Background: an optimization exercise with open tools, aiming at a short achievable clock period and few clock cycles. Do not read the settings as production practice.
The RTL was checked by simulation tests, not by an equivalence proof against the original design.
Power is estimated from default activity; no workload was simulated.

$ cat design.v
module Reptile (
    input  [15:0] data_in,
    output [15:0] data_out,
    input         clk,
    input         rst,
    output        memwt,
    output [11:0] address,
    output [15:0] reg0
);
    reg [11:0] pc;
    reg [11:0] ir;           
    reg        e_ldi, e_ld, e_st, e_alu;
    reg        zeroflag;
    reg [15:0] regbank [7:0];
    wire [15:0] rx = regbank[ir[8:6]];
    wire [15:0] ry = regbank[ir[5:3]];
    reg [15:0] result;
    always @* begin
        case (ir[11:9])
            3'h0: result = rx + ry;
            3'h1: result = rx - ry;
            3'h2: result = rx & ry;
            3'h3: result = rx | ry;
            3'h4: result = rx ^ ry;
            3'h7: case (ir[8:6])
                      3'h0: result = {15'b0, ~|ry};
                      3'h1: result = ry;
                      3'h2: result = ry + 16'd1;
                      3'h3: result = ry - 16'd1;
                      default: result = 16'h0000;
                  endcase
            default: result = 16'h0000;
        endcase
    end
    wire zero_next = e_alu ? ~|result : zeroflag;
    wire port_busy = e_ldi | e_ld | e_st;
    wire [3:0]  op  = data_in[15:12];
    wire [11:0] pc1 = pc + 12'd1;
    wire [11:0] target = pc1 + data_in[11:0];
    assign address  = (e_ld | e_st) ? ry[11:0] : pc;
    assign memwt    = e_st;
    assign data_out = rx;
    assign reg0     = regbank[0];
    always @(posedge clk) begin
        if (e_alu)
            regbank[ir[2:0]] <= result;
        else if (e_ldi | e_ld)
            regbank[ir[2:0]] <= data_in;
    end
    always @(posedge clk) begin
        if (rst) begin
            pc <= 12'd0;
            zeroflag <= 1'b0;
            e_ldi <= 1'b0; e_ld <= 1'b0; e_st <= 1'b0; e_alu <= 1'b0;
        end else begin
            zeroflag <= zero_next;
            if (port_busy) begin
                e_ldi <= 1'b0; e_ld <= 1'b0; e_st <= 1'b0; e_alu <= 1'b0;
                if (e_ldi) pc <= pc1;
            end else begin
                e_ldi <= (op == 4'h1);
                e_ld  <= (op == 4'h2);
                e_st  <= (op == 4'h3);
                e_alu <= (op == 4'h7);
                ir    <= data_in[11:0];
                if (op == 4'h5 || (op == 4'h4 && zero_next))
                    pc <= target;
                else
                    pc <= pc1;
            end
        end
    end
endmodule
$ cat run.sh
#!/bin/bash
# synth_recipe.tcl (not shown) runs the flow's synth.tcl, then flattens the netlist and writes it again
# the make line also repeats each setting of config.mk as NAME=value (left out here)
make -C /OpenROAD-flow-scripts/flow DESIGN_CONFIG=/design/flow/config.mk WORK_HOME=/design/flow/orfs CLKGATE_MAP_FILE= SYNTH_SCRIPT=/design/flow/synth_recipe.tcl finish
$ cat config.mk
export PLATFORM = sky130hd
export DESIGN_NAME = Reptile
export DESIGN_NICKNAME = Reptile
export VERILOG_FILES = /design/flow/design.v
export SDC_FILE = /design/flow/constraint.sdc
export NUM_CORES = 4
export LEC_CHECK = 0
export CAP_MARGIN = 20
export CORE_MARGIN = 2
export CORE_UTILIZATION = 40
export SLEW_MARGIN = 20
$ cat constraint.sdc
create_clock -name core_clock -period 7.0 [get_ports {clk}]
set_input_delay 1.4000 -clock core_clock [delete_from_list [all_inputs] [get_ports {clk}]]
set_output_delay 1.4000 -clock core_clock [all_outputs]
set_load 0.01 [all_outputs]
==> summary.txt, run 1 <==
Status
The flow ran to the end and the layout has no timing, DRC or antenna violations.

Synth
When the netlist entered floorplanning its net count stood at about 1200. Yosys mapped a number of flops with a built-in enable equal to 140. For this run, the number of Yosys warnings is 1. Counting distinct cell types in the post-synthesis netlist gives between 80 and 90. The synthesized netlist occupies a cell area of between 0.01 and 0.015 mm².

The async set-reset flop share out of synthesis is 0%. In the post-synthesis netlist, the biggest area contributors are edfxtp_1, mux4_2, ha_1. The register area share after synthesis is 39.74%.

The synthesized design contains ~160 register bits. The mean area per synthesized cell is around 11 µm². In the synthesized netlist, the number of instances is roughly 1100. The area share of the largest cell type after synthesis is a little over a third.

Among all flip-flop cells after synthesis, the most frequent one is edfxtp_1. The cell type with the largest total area after synthesis is edfxtp_1.

Critical path
The standard cell with the maximum stage delay on the critical path is o21ai_2. Setup slack on the worst reg-to-reg path comes out at 780 ps. Of all nets on the critical path, the largest fanout is 28. The critical path endpoint is pc[9]. In this run the critical register-to-register path is captured at pc[9]. The data arrival time at the worst-slack endpoint is about 6500 ps.

For this run, the slowest stage of the critical path takes approximately 800 ps. The type of the setup path with the least slack is flop to flop. The startpoint class of the critical path is a flop. The signal on the critical path passes through buf_12, mux4_2, mux2i_2, ha_1, o21ai_0, nor4_1, nor2_1, xnor2_1, ha_1, a21boi_0, nor2_1, a211oi_1, mux2_2, o221ai_1, nor3_1, nand2_1, or4_1, o22ai_2, o21ai_2, mux2i_1, a2111oi_0. The cell depth of the worst flop-to-flop path is 21.

At the worst endpoint, the required time is 7310 ps. The worst setup path is captured at a flop.

Timing
Setup repair after global routing left no endpoint under its margin. The post-route minimum period is between 6000 and 7000 ps. The post-route clock period utilization is approximately 89%. The worst relative slew slack is between 30% and 40%.

In the final timing run, aggregate negative setup slack is 0 ps. Setup violations remaining at the end of the flow were counted as 0. Clock skew on the completed layout was measured at roughly 29 ps.

The number of hold violations in the final report was 0. The highest achievable clock rate is between 150 and 200 MHz. The max-slew violation count is 0. For the pin with the worst max-slew slack, the measured transition is roughly 1000 ps. The final critical-path setup slack is approximately 800 ps.

Clock tree
CTS built an H-tree with a depth of 4. The number of setup buffers added after CTS is 0. Clock tree synthesis found a total of 163 sinks. The number of buffers inserted by hold repair at cts is 0. At the later pin of the worst-skew pair, clock insertion delay measures 450 ps. Buffers inserted during clock tree synthesis total 17. TritonCTS built the clock tree.

After clock tree synthesis, the repair step resized 0 gates. No sink is reached through more buffers than the 2 on the longest clock path. After clock tree synthesis, the clock-pin slew on the worst setup and hold paths is approximately 80 ps. The buffer type at the clock tree root is clkbuf_16.

Finish
The fraction of layout cells with a size suffix above 1 is 16.53%. The repair_antennas step left the layout with diodes totalling 0. The filler cell count is ~2600. The area growth from synthesis to layout is 14.79%. The sequential cells in the finished layout cover a total of roughly 0.0047 mm². The count of nets after finishing is around 1200. The multi-input combinational cell area is ~0.0066 mm².

Detailed routing
For this run, the detailed router's first-pass iteration total came to 8. The detailed router finished its first iteration with around 970 violations. The number of vias after detailed routing is 9204. The overall routed net length is around 37000 µm.

After detailed routing, the average wire length per cell comes to ~24 µm. In the routed layout, each cell is associated on average with a via count of between 6 and 7. In this run the remaining antenna-violating nets after routing total 0. After detailed routing, the number of remaining DRC violations is 0.

Place
The global placement routability congestion is 1.002. The detailed-placement wirelength estimate is 27900 µm. Timing analysis after detailed placement gives a worst setup slack of about 860 ps. The number of buffers added on ports is 62.

GRT
For this run, the total global-route usage over all layers was measured as 24.46%. The total grt overflow is 0. The first global-routing pass estimated ~56000 µm of wire.

The number of global-route vias before repair is 9258. Entering global routing, the biggest net connects 32 pins. The initial antenna violation count is 0.

Floorplan
From bottom edge to top edge, the die measures ~180 µm. The initial utilization of the core area, before any placement, comes to ~41%. The core outline area is about 0.029 mm².

The floorplan step set the die width to ~180 µm. The number of ports placed on the die boundary is between 60 and 70. The floorplan has a little over 60 rows.

The die area is approximately 0.031 mm².

Min path
The class of the most critical hold timing path is flop to flop.

Pwr
The post-layout total power is roughly 3.2 mW. Summed over all cells, the static leakage comes to slightly above 5 nW. Across the VDD grid, the largest voltage drop is approximately 0.00017 V.

In this run the power density over the cells is approximately 240 mW/mm².

Flow run
The reported max-cap violation count is 0.
## cell families (layout without fill, tap and decap cells)
| group | Yosys count | count (layout) | share of synthesized area (%) |
|---|---|---|---|
| AOI/OAI and AO/OA | 235 | 235 | 13.73 |
| DFF | 163 | 163 | 39.74 |
| buffers and inverters | 117 | 192 | 4.551 |
| and+or+nand+nor | 282 | 282 | 11.86 |
| xor gates and xnor gates | 49 | 49 | 3.656 |
| muxes | 141 | 141 | 18.29 |
| adders and majority gates | 75 | 75 | 8.175 |
## layout by cell type (no fill, tap or decap), types with 7 or more instances in the layout
cell / n
a211oi_1: 16
a21oi_1: 54
a22oi_1: 12
a31oi_1: 9
and2_1: 7
and3_1: 9
buf_4: 39
clkbuf_16: 17
clkdlybuf4s50_1: 62
dfxtp_1: 20
edfxtp_1: 140
ha_1: 71
inv_1: 53
mux2_2: 22
mux2i_1: 62
mux4_2: 52
nand2_1: 58
nand2b_1: 11
nand3_1: 22
nor2_1: 87
nor2b_1: 10
nor3_1: 19
nor3b_1: 7
nor4_1: 12
o21ai_0: 47
o31ai_1: 7
xnor2_1: 36
xor2_1: 13
## registers in the layout, summed over array words and instances, names as in the netlist, named ones only
| signal | flops |
|---|---|
| regbank | 128 |
| e_ldi | 1 |
| e_alu | 1 |
| ir | 12 |
| zeroflag | 1 |
| pc | 12 |
| e_ld | 1 |
| e_st | 1 |
## worst min path at each step
stage | from | end | slack (ps) | cells after the start
final | ir[4] | flop | 500 | 1
after global routing | ir[4] | flop | 530 | 1
after CTS | ir[4] | flop | 500 | 1
after detailed placement | ir[5] | flop | 470 | 1
after global placement | ir[3] | flop | 490 | 1
after floorplan | ir[5] | flop | 450 | 1
## cell type report
type	count	share of cell area (%)
flip-flops and latches	163	34.64
inverters	58	1.634
multi-input cells	782	48.71
repair buffers	102	6.927
well taps	384	3.565
clock inverters	15	1.365
clock buffers	17	3.157
## synthesized netlist by cell type, types with 5 or more instances
library cell / instances
a211oi_1: 16
a21o_1: 6
a21oi_1: 54
a221oi_1: 5
a22o_1: 6
a22oi_1: 12
a31oi_1: 9
and2_1: 7
and3_1: 9
buf_1: 8
buf_2: 5
buf_6: 6
clkbuf_1: 35
dfxtp_1: 23
edfxtp_1: 140
ha_1: 71
inv_1: 53
mux2_2: 22
mux2i_1: 62
mux4_2: 52
nand2_1: 58
nand2b_1: 11
nand3_1: 22
nor2_1: 89
nor2b_1: 10
nor3_1: 22
nor3b_1: 7
nor4_1: 12
o21a_1: 6
o21ai_0: 47
o21bai_1: 5
o31ai_1: 7
or2_2: 6
or3_1: 6
xnor2_1: 36
xor2_1: 13
## worst max-delay path: cells and delay by family, from the launching register on
kind / cells / cell delay [ps]
simple gates: 6 / 1030
fa+ha+maj: 2 / 530
flops: 1 / 610
buf+inv: 1 / 280
mux: 4 / 1090
xor+xnor: 1 / 150
compound gates: 7 / 2380
## metal layers
metal	global-route usage, %	vias to the layer above	share of wire [%]	routed length (µm)
li1	-	4190	-	-
met1	33.67	4568	44	16170
met2	39.62	374	47	17310
met3	3.593	72	6.5	2417
met4	8.333	0	3.0	1124
met5	0	-	0	0
## where the power goes
group,switching [mW],internal (mW)
combinational,0.613,0.411
sequential,0.0378,1.14
clock,0.464,0.515
total,1.11,2.06
## through the flow
step                      utilization [%]  instances  cell area, µm²  hold WS (ps)
after floorplan                         -       1062           11740         449.4
after global placement              44.70       1489           12870         486.3
after detailed placement            44.70       1489           12870         470.4
after CTS                           46.82       1521           13480         504.9
after global routing                46.82       1521           13480         527.1
final                               46.82       1521           13480         496.2
Testbench counts, summed over its fixed seeds: cycles 180,904.
==> run 2: changes to the inputs <==
--- a/config.mk
+++ b/config.mk
@@ -8,4 +8,5 @@
 export CAP_MARGIN = 20
 export CORE_MARGIN = 2
 export CORE_UTILIZATION = 40
+export SETUP_SLACK_MARGIN = 3.5
 export SLEW_MARGIN = 20
==> run 2 against run 1 <==
  * Sequential share of layout area shrank 5.9 points
  * Global-route usage grew 1.8 points
  * Via count grew 12%
  * Synthesized cell count is the same
  * Clock power shrank 0.9%
  * Flip-flop and latch count is the same
  * Highest routed layer unchanged
  * Utilization grew 9.8 points
  * Critical endpoint is now pc[7]
  * Wire length grew 12%
  * Design area grew 21%
==> summary.txt, run 2 <==
Status
The run finished with no timing, DRC or antenna violations.

Place
The cell area reported after detailed placement is 0.01302 mm² (+1.2%). The detailed-placement wirelength estimate came to 27580 µm (-1.2%). The cell count after placement is 1486 (-0.20%). The number of buffers added on ports was 62 (unchanged). The global placement routability congestion is 0.9794 (-2.3%).

Clock tree
The number of buffers inserted during clock tree synthesis is 17 (unchanged). The cell sitting at the root of the clock tree is a clkbuf_16. The number of buffers inserted by hold repair at cts is 0 (unchanged).

The CTS tree is done. The number of H-tree branching levels is 4 (unchanged). The clock insertion delay at the later pin of the skew report came to 430 ps (-20 ps).

The number of sinks handled by clock tree synthesis is 163 (unchanged). The number of buffers between clock root and the deepest sink is 2 (unchanged). The post-CTS clock slew at the launch and capture registers of the worst setup and hold paths is 70 ps (about the same).

GRT
The global-route wire length before repair was 60420 µm (+7.1%). The total grt overflow is 0 (unchanged). The initial antenna violation count is 0 (unchanged). The number of global-route vias before repair was 9751 (+5.3%). The global routing usage summed across all routing layers is 26.26% (+1.8 points).

The largest net degree at the start of global routing was 32 (unchanged).

Floorplan
The die area was 0.03073 mm² (unchanged). The total number of placement rows is 62 (unchanged). The x dimension of the die came to 175.3 µm (unchanged).

The number of ports placed on the die boundary was 63 (unchanged). The core outline area came to 0.02878 mm² (unchanged). The initial standard-cell utilization of the core is 40.79% (unchanged). The vertical extent of the die is 175.3 µm (unchanged).

Synth
The number of nets in the synthesized netlist is 1154 (unchanged). The register area share after synthesis is 39.74% (unchanged). By count the netlist is led by edfxtp_1, nor2_1, ha_1, mux2i_1, nand2_1. The number of unique standard cell types used by synthesis came to 89 (unchanged). The gate count of the mapped netlist was 1062 (unchanged).

The yosys synthesis warning count is 1 (unchanged). The async set-reset flop share out of synthesis is 0% (unchanged). The flip-flop and latch count after synthesis is 163 (unchanged). The post-synthesis instance area is 0.01174 mm² (unchanged).

Yosys instantiated no cell more often than edfxtp_1. The leading register cell type out of synthesis is edfxtp_1. The mean area per synthesized cell came to 11.05 µm² (unchanged).

The area share of the largest cell type after synthesis is 35.81% (unchanged). The cell type with the largest total area after synthesis is edfxtp_1. The number of enable-type register cells in the synthesized netlist was 140 (unchanged).

After synthesis, the cell types taking the most area are edfxtp_1, mux4_2, ha_1.

Critical path
The endpoint of the worst register-to-register path is pc[7]. The signal on the critical path passes through buf_6, buf_4, nand2b_1, o22ai_1, o21ai_4, nor4_4, nand2_2, nand2_2, xnor2_2, ha_1, and3_1, o311a_1, or3_1, a31o_2, a31oi_4, nand2_2, or4_4, o22ai_4, buf_6, o21ai_4, buf_6, mux2i_1, a211oi_1. The required time of the critical path is 7340 ps (+30 ps). The data arrival time at the worst-slack endpoint is 5730 ps (-800 ps). The instance count on the critical path is 23 (+9.5%).

The startpoint class of the critical path is a flop. The buffering stage count on the worst path with inverters included is 4 (+3). The maximum cell stage delay along the critical path is 590 ps (-190 ps). The cell depth of the worst flop-to-flop path is 23 (+9.5%). The worst setup path is of the flop to flop kind. The standard cell with the maximum stage delay on the critical path is o22ai_1. The flop-to-flop setup slack was 1610 ps (+830 ps). The kind of cell with the highest combined delay along the critical path is simple AND/OR/NAND/NOR gates. The largest fanout on the critical path is 6 (-79%). The critical path capture point type is a flop.

Finish
The count of nets after finishing is 1387 (+14%). The final cell area excluding filler cells was 0.01629 mm² (+21%). The fraction of layout cells with a size suffix above 1 is 41.06% (+25 points).

The flip-flop count of the largest register after layout is 128 (unchanged). In the layout the commonest cells are edfxtp_1, buf_4, nor2_1, ha_1, buf_6. Compared with the post-synthesis result, the final layout area differs by 38.81%. The number of inserted diodes is 0 (unchanged). The most frequent standard cell in the layout excluding fill and tap cells is edfxtp_1. The post-layout instance count excluding filler cells is 1692 (+11%).

Timing
Setup repair after global routing could not meet its margin everywhere. The max-slew violation count is 0 (unchanged). The post-route minimum period is 5390 ps (-831.7 ps). The number of hold violations in the final report is 0 (unchanged).

The post-route clock period utilization is 77.00% (-12 points). The tightest hold margin came to 485.2 ps (-11.06 ps). The total setup violations reported at the end of the flow is 0 (unchanged). The actual transition at the worst max-transition pin is 1053 ps (+14.38 ps).

The setup TNS was 0 ps (unchanged). The worst relative slew slack was 29.13% (-1.2 points). The largest clock skew in the final design is 15.22 ps (-13.82 ps). The highest achievable clock rate is 185.5 MHz (+15%).

Detailed routing
The ratio of routed vias to standard cells was 6.116 (+1.1%). The number of vias after detailed routing is 10350 (+12%). The number of iterations in the first detailed-routing pass came to 6 (-2).

The post-route antenna net violation count came to 0 (unchanged). The starting DRC count in detailed routing is 1280 (+32%). The final routed DRC violation total is 0 (unchanged). The routed wire length per instance is 24.55 µm (+0.87%).

The overall routed net length came to 41540 µm (+12%).

Pwr
The worst voltage drop across the vdd grid is 0.0001440 V (-13%). The total power density per cell area was 230.6 mW/mm² (-2.2%). The cell leakage power was 6.331 nW (+24%).

Min path
The worst min-delay path startpoint is ir[4]. The class of the most critical hold timing path is flop to flop. The depth of the worst hold-timing path is 1 (unchanged).

Flow run
The reported max-cap violation count came to 0 (unchanged).
run 2: cell counts after synthesis:
No cell type changed its count.
run 2: what timing repair did:
action                                  in CTS  in global routing
cloned                                       2                  0
pin swaps                                   64                 32
resized for setup                          310                113
buffers inserted                           110                 62
endpoints found under the setup margin     169                168
run 2: area by class of cell:
class	instances	area (µm²)
Timing Repair Buffer	272	2605
Fill cell	2292	12490
Sequential cell	163	4678
Clock inverter	14	157.7
Clock buffer	18	439.2
Multi-Input combinational cell	783	7702
Tap cell	384	480.5
Inverter	58	231.5
run 2: power breakdown:
group	total, mW	switching (mW)	internal [mW]	leakage [nW]
registers	1.16	0.0272	1.13	1.47
clock network	0.970	0.452	0.518	0.291
logic	1.63	0.858	0.769	4.57
run 2: routing by layer:
| metal | track usage (%) | share of wire, % |
|---|---|---|
| met1 | 36.50 | 42 |
| met2 | 41.24 | 46 |
| met3 | 4.957 | 8.8 |
| met4 | 9.097 | 3.5 |
| met5 | 0 | 0 |
run 2: through the flow:
| step | utilization [%] | worst slack (ps) | total power [mW] |
|---|---|---|---|
| detailed placement | 45.23 | 1007 | 2.256 |
| global placement | 45.23 | 1063 | 2.255 |
| CTS | 53.66 | 1720 | 3.551 |
| finish | 56.62 | 1610 | 3.757 |
| global route | 56.62 | 1452 | 3.901 |
| floorplan | - | 1896 | 1.936 |
run 2: how the worst max path moves through the flow:
stage                  end  slack [ps]  from
finish               pc[7]        1610  flop
global route         pc[7]        1450  flop
CTS                 pc[11]        1720  flop
detailed placement  pc[11]        1010  flop
global placement    pc[11]        1060  flop
floorplan            pc[6]        1900  flop
run 2: cell families (layout without fill, tap and decap cells):
family | count (synthesis) | count (layout) | synth area share, %
and+or+nand+nor | 282 | 282 | 11.86
AOI/OAI and AO/OA | 235 | 236 | 13.73
DFF | 163 | 163 | 39.74
muxes | 141 | 141 | 18.29
buffers and inverters | 117 | 362 | 4.551
adders and majority gates | 75 | 75 | 8.175
xor gates and xnor gates | 49 | 49 | 3.656
==> run 3: changes to the inputs <==
--- a/config.mk
+++ b/config.mk
@@ -5,6 +5,7 @@
 export SDC_FILE = /design/flow/constraint.sdc
 export NUM_CORES = 4
 export LEC_CHECK = 0
+export ABC_CLOCK_PERIOD_IN_PS = 3000
 export CAP_MARGIN = 20
 export CORE_MARGIN = 2
 export CORE_UTILIZATION = 40
==> run 3 against run 2 <==
  * Combinational power hardly changed
  * Non-clock buffer count unchanged
  * Utilization did not move
  * Cell count unchanged
  * Synthesized area stayed put
  * Clock-buffer cell count unchanged
  * Maximum frequency unchanged
  * Setup slack is the same
  * First-iteration DRC count is the same
  * Clock skew unchanged
  * Register-to-register slack hardly changed
  * Clock power barely moved
==> summary.txt, run 3 <==
Status
The flow ran to the end and the layout has no timing, DRC or antenna violations.

Floorplan
The number of ports placed on the die boundary was 63 (unchanged). The core outline area is 0.02878 mm² (unchanged). The x dimension of the die is 175.3 µm (unchanged). The total number of placement rows is 62 (unchanged). The vertical extent of the die is 175.3 µm (unchanged). The initial standard-cell utilization of the core is 40.79% (unchanged).

The die area came to 0.03073 mm² (unchanged).

GRT
The total grt overflow was 0 (unchanged). The met3 global-route usage is 4.957% (unchanged). The fraction of met2 tracks used by global routing came to 41.24% (unchanged). In this run the most used layer during global routing was met2. The largest net degree at the start of global routing is 32 (unchanged).

The global-route wire length before repair is 60420 µm (unchanged). The number of global-route vias before repair is 9751 (unchanged). The global routing usage summed across all routing layers is 26.26% (unchanged).

The initial antenna violation count was 0 (unchanged). The routing usage on met1 was 36.50% (unchanged).

Finish
The filler cell count is 2292 (unchanged). The count of nets after finishing was 1387 (unchanged). The number of inserted diodes is 0 (unchanged). Leaving out fill and tap cells, the most frequent cells in the layout are edfxtp_1, buf_4, nor2_1, ha_1, buf_6.

The end-of-flow core utilization is 56.62% (unchanged). The area growth from synthesis to layout was 38.81% (unchanged). The fraction of layout cells with a size suffix above 1 is 41.06% (unchanged). The flip-flop count of the largest register after layout came to 128 (unchanged).

The most frequent standard cell in the layout excluding fill and tap cells is edfxtp_1.

Place
The global placement routability congestion is 0.9794 (unchanged). The number of buffers added on ports came to 62 (unchanged). The detailed-placement wirelength estimate came to 27580 µm (unchanged).

Synth
The mean area per synthesized cell is 11.05 µm² (unchanged). The gate count of the mapped netlist is 1062 (unchanged). The register area share after synthesis was 39.74% (unchanged). The area share of the largest cell type after synthesis is 35.81% (unchanged). The async set-reset flop share out of synthesis is 0% (unchanged). In the post-synthesis netlist, the biggest area contributors are edfxtp_1, mux4_2, ha_1. By instance count, the leading cell after synthesis is edfxtp_1. The flip-flop and latch count after synthesis is 163 (unchanged). The yosys synthesis warning count is 1 (unchanged). Among all flip-flop cells after synthesis, the most frequent one is edfxtp_1.

By count the netlist is led by edfxtp_1, nor2_1, ha_1, mux2i_1, nand2_1. The post-synthesis instance area came to 0.01174 mm² (unchanged). The number of enable-type register cells in the synthesized netlist was 140 (unchanged). The number of unique standard cell types used by synthesis is 89 (unchanged). The cell type with the largest total area after synthesis is edfxtp_1. The number of nets in the synthesized netlist was 1154 (unchanged).

Timing
The total setup violations reported at the end of the flow was 0 (unchanged). The post-route clock period utilization is 77.00% (unchanged). The highest achievable clock rate is 185.5 MHz (unchanged). The number of hold violations in the final report is 0 (unchanged). The actual transition at the worst max-transition pin is 1053 ps (unchanged). Setup repair after global routing could not meet its margin everywhere. The post-route minimum period is 5390 ps (unchanged).

The largest clock skew in the final design is 15.22 ps (unchanged). The setup TNS is 0 ps (unchanged). The max-slew violation count came to 0 (unchanged). The worst relative slew slack is 29.13% (unchanged).

Clock tree
The number of buffers between clock root and the deepest sink came to 2 (unchanged). The post-CTS clock slew at the launch and capture registers of the worst setup and hold paths is 70 ps (about the same). TritonCTS built the clock tree. The buffer type at the clock tree root is clkbuf_16.

The number of buffers inserted by hold repair at cts came to 0 (unchanged). The clock insertion delay at the later pin of the skew report is 430 ps (about the same). The number of sinks handled by clock tree synthesis came to 163 (unchanged). The number of buffers inserted during clock tree synthesis is 17 (unchanged). The number of H-tree branching levels is 4 (unchanged).

Detailed routing
The starting DRC count in detailed routing came to 1280 (unchanged). The overall routed net length is 41540 µm (unchanged). The number of vias after detailed routing is 10350 (unchanged). The ratio of routed vias to standard cells is 6.116 (unchanged). The routed wire length per instance is 24.55 µm (unchanged).

The number of iterations in the first detailed-routing pass is 6 (unchanged). The final routed DRC violation total is 0 (unchanged). The post-route antenna net violation count was 0 (unchanged).

Pwr
The worst voltage drop across the vdd grid is 0.0001440 V (unchanged). The net switching power figure is 1.337 mW (unchanged). The clock group share of total power is 25.8% (about the same). The combinational fraction of design power is 43.3% (about the same). The switching portion of total power came to 35.57% (unchanged). The total power density per cell area is 230.6 mW/mm² (unchanged).

The portion of total power attributed to sequential cells was 30.9% (about the same). The internal portion of total power is 2.421 mW (unchanged). The cell leakage power was 6.331 nW (unchanged).

Critical path
The startpoint class of the critical path is a flop. The largest fanout on the critical path was 6 (unchanged). Walking the worst path, the cells encountered are buf_6, buf_4, nand2b_1, o22ai_1, o21ai_4, nor4_4, nand2_2, nand2_2, xnor2_2, ha_1, and3_1, o311a_1, or3_1, a31o_2, a31oi_4, nand2_2, or4_4, o22ai_4, buf_6, o21ai_4, buf_6, mux2i_1, a211oi_1.

The maximum cell stage delay along the critical path is 590 ps (about the same). The worst setup path is captured at a flop. For this design, the slowest cell found on the critical path is o22ai_1.

The data arrival time at the worst-slack endpoint is 5730 ps (about the same). The required time of the critical path came to 7340 ps (about the same). The critical path is of the flop to flop type.

Min path
The class of the most critical hold timing path is flop to flop.

Flow run
The reported max-cap violation count is 0 (unchanged).
==> run 3: worst max-delay path: cells and delay by family, from the launching register on <==
family,cells,cell delay (ps)
xor gates and xnor gates,1,90
buffers and inverters,4,630
and+or+nand+nor,8,1920
DFF,1,390
AOI/OAI and AO/OA,8,1850
muxes,1,120
adders and majority gates,1,310
==> run 3: timing repair <==
action | CTS | global route
gates cloned | 2 | 0
pin swaps | 64 | 32
setup buffers | 110 | 62
gates resized for setup | 310 | 113
endpoints found under the setup margin | 169 | 168
==> run 3: layer usage <==
| metal | vias to the layer above | wire length [µm] |
|---|---|---|
| li1 | 4545 | - |
| met4 | 0 | 1452 |
| met3 | 109 | 3649 |
| met1 | 5158 | 17340 |
| met2 | 536 | 19100 |
| met5 | - | 0 |
==> run 3: cell families (layout without fill, tap and decap cells) <==
group / after synthesis / count (layout) / share of synthesized area, %
AOI/OAI and AO/OA: 235 / 236 / 13.73
and+or+nand+nor: 282 / 282 / 11.86
adders and majority gates: 75 / 75 / 8.175
buffers and inverters: 117 / 362 / 4.551
DFF: 163 / 163 / 39.74
muxes: 141 / 141 / 18.29
xor gates and xnor gates: 49 / 49 / 3.656
==> run 3: final cells by class <==
cell class	instances	area [µm²]	area share [%]
Clock buffer	18	439.2	2.695
Clock inverter	14	157.7	0.9675
Inverter	58	231.5	1.421
Multi-Input combinational cell	783	7702	47.27
Sequential cell	163	4678	28.71
Tap cell	384	480.5	2.949
Timing Repair Buffer	272	2605	15.99
==> run 3: stage by stage <==
stage / std cells / area, µm² / worst slack [ps] / power, mW / hold slack (ps)
finish: 1692 / 16290 / 1610 / 3.757 / 485.2
global route: 1692 / 16290 / 1452 / 3.901 / 500.0
CTS: 1630 / 15440 / 1720 / 3.551 / 490.3
detailed placement: 1486 / 13020 / 1007 / 2.256 / 473.0
global placement: 1486 / 13020 / 1063 / 2.255 / 466.3
floorplan: 1062 / 11960 / 1896 / 1.936 / 449.4
==> run 3: worst paths after layout <==
path	endpoint	slack [ps]	cells after the start	startpoint
max	pc[7]	1610	23	flop
min	flop	490	1	ir[4]
max reg2reg	pc[7]	1610	23	flop
min reg2reg	flop	490	1	ir[4]
==> run 3: power by group through the flow <==
stage	sequential [mW]	clock, mW	combinational [mW]
6_report	1.16	0.970	1.63
5_1_grt	1.16	1.02	1.72
4_1_cts	1.16	0.973	1.42
3_5_place_dp	1.18	0	1.07
3_3_place_gp	1.18	0	1.07
2_1_floorplan	1.17	0	0.771

## what the ideal ports hide
The results above use ideal ports. As a check the final layouts listed here were re-extracted and re-timed, cells and wires unchanged. Step 1 assumes that a clkbuf_16 drives the clock port and a buf_2 every other input. Step 2, shift: input delay + t, output delay - t, t = (earliest + latest rising clock arrival at the registers) / 2. This alone moves slack from input paths to output paths. a / b / c = ideal / step 1 / step 2; a / b = the first two.
run | shift t [ns] | slack for setup (ns) | hold WS [ns] | worst register clock-pin slew, ns | worst data-port slew with drivers (ns)
run 1 | 0.483 | 0.779 / 0.779 / 0.779 | 0.496 / 0.496 / 0.496 | 0.08 / 0.08 | 0.05
run 2 | 0.477 | 1.610 / 1.610 / 1.610 | 0.485 / 0.485 / 0.485 | 0.07 / 0.07 | 0.03
run 3 | 0.477 | 1.610 / 1.610 / 1.610 | 0.485 / 0.485 / 0.485 | 0.07 / 0.07 | 0.03
After both steps setup and hold are still met in every run listed.
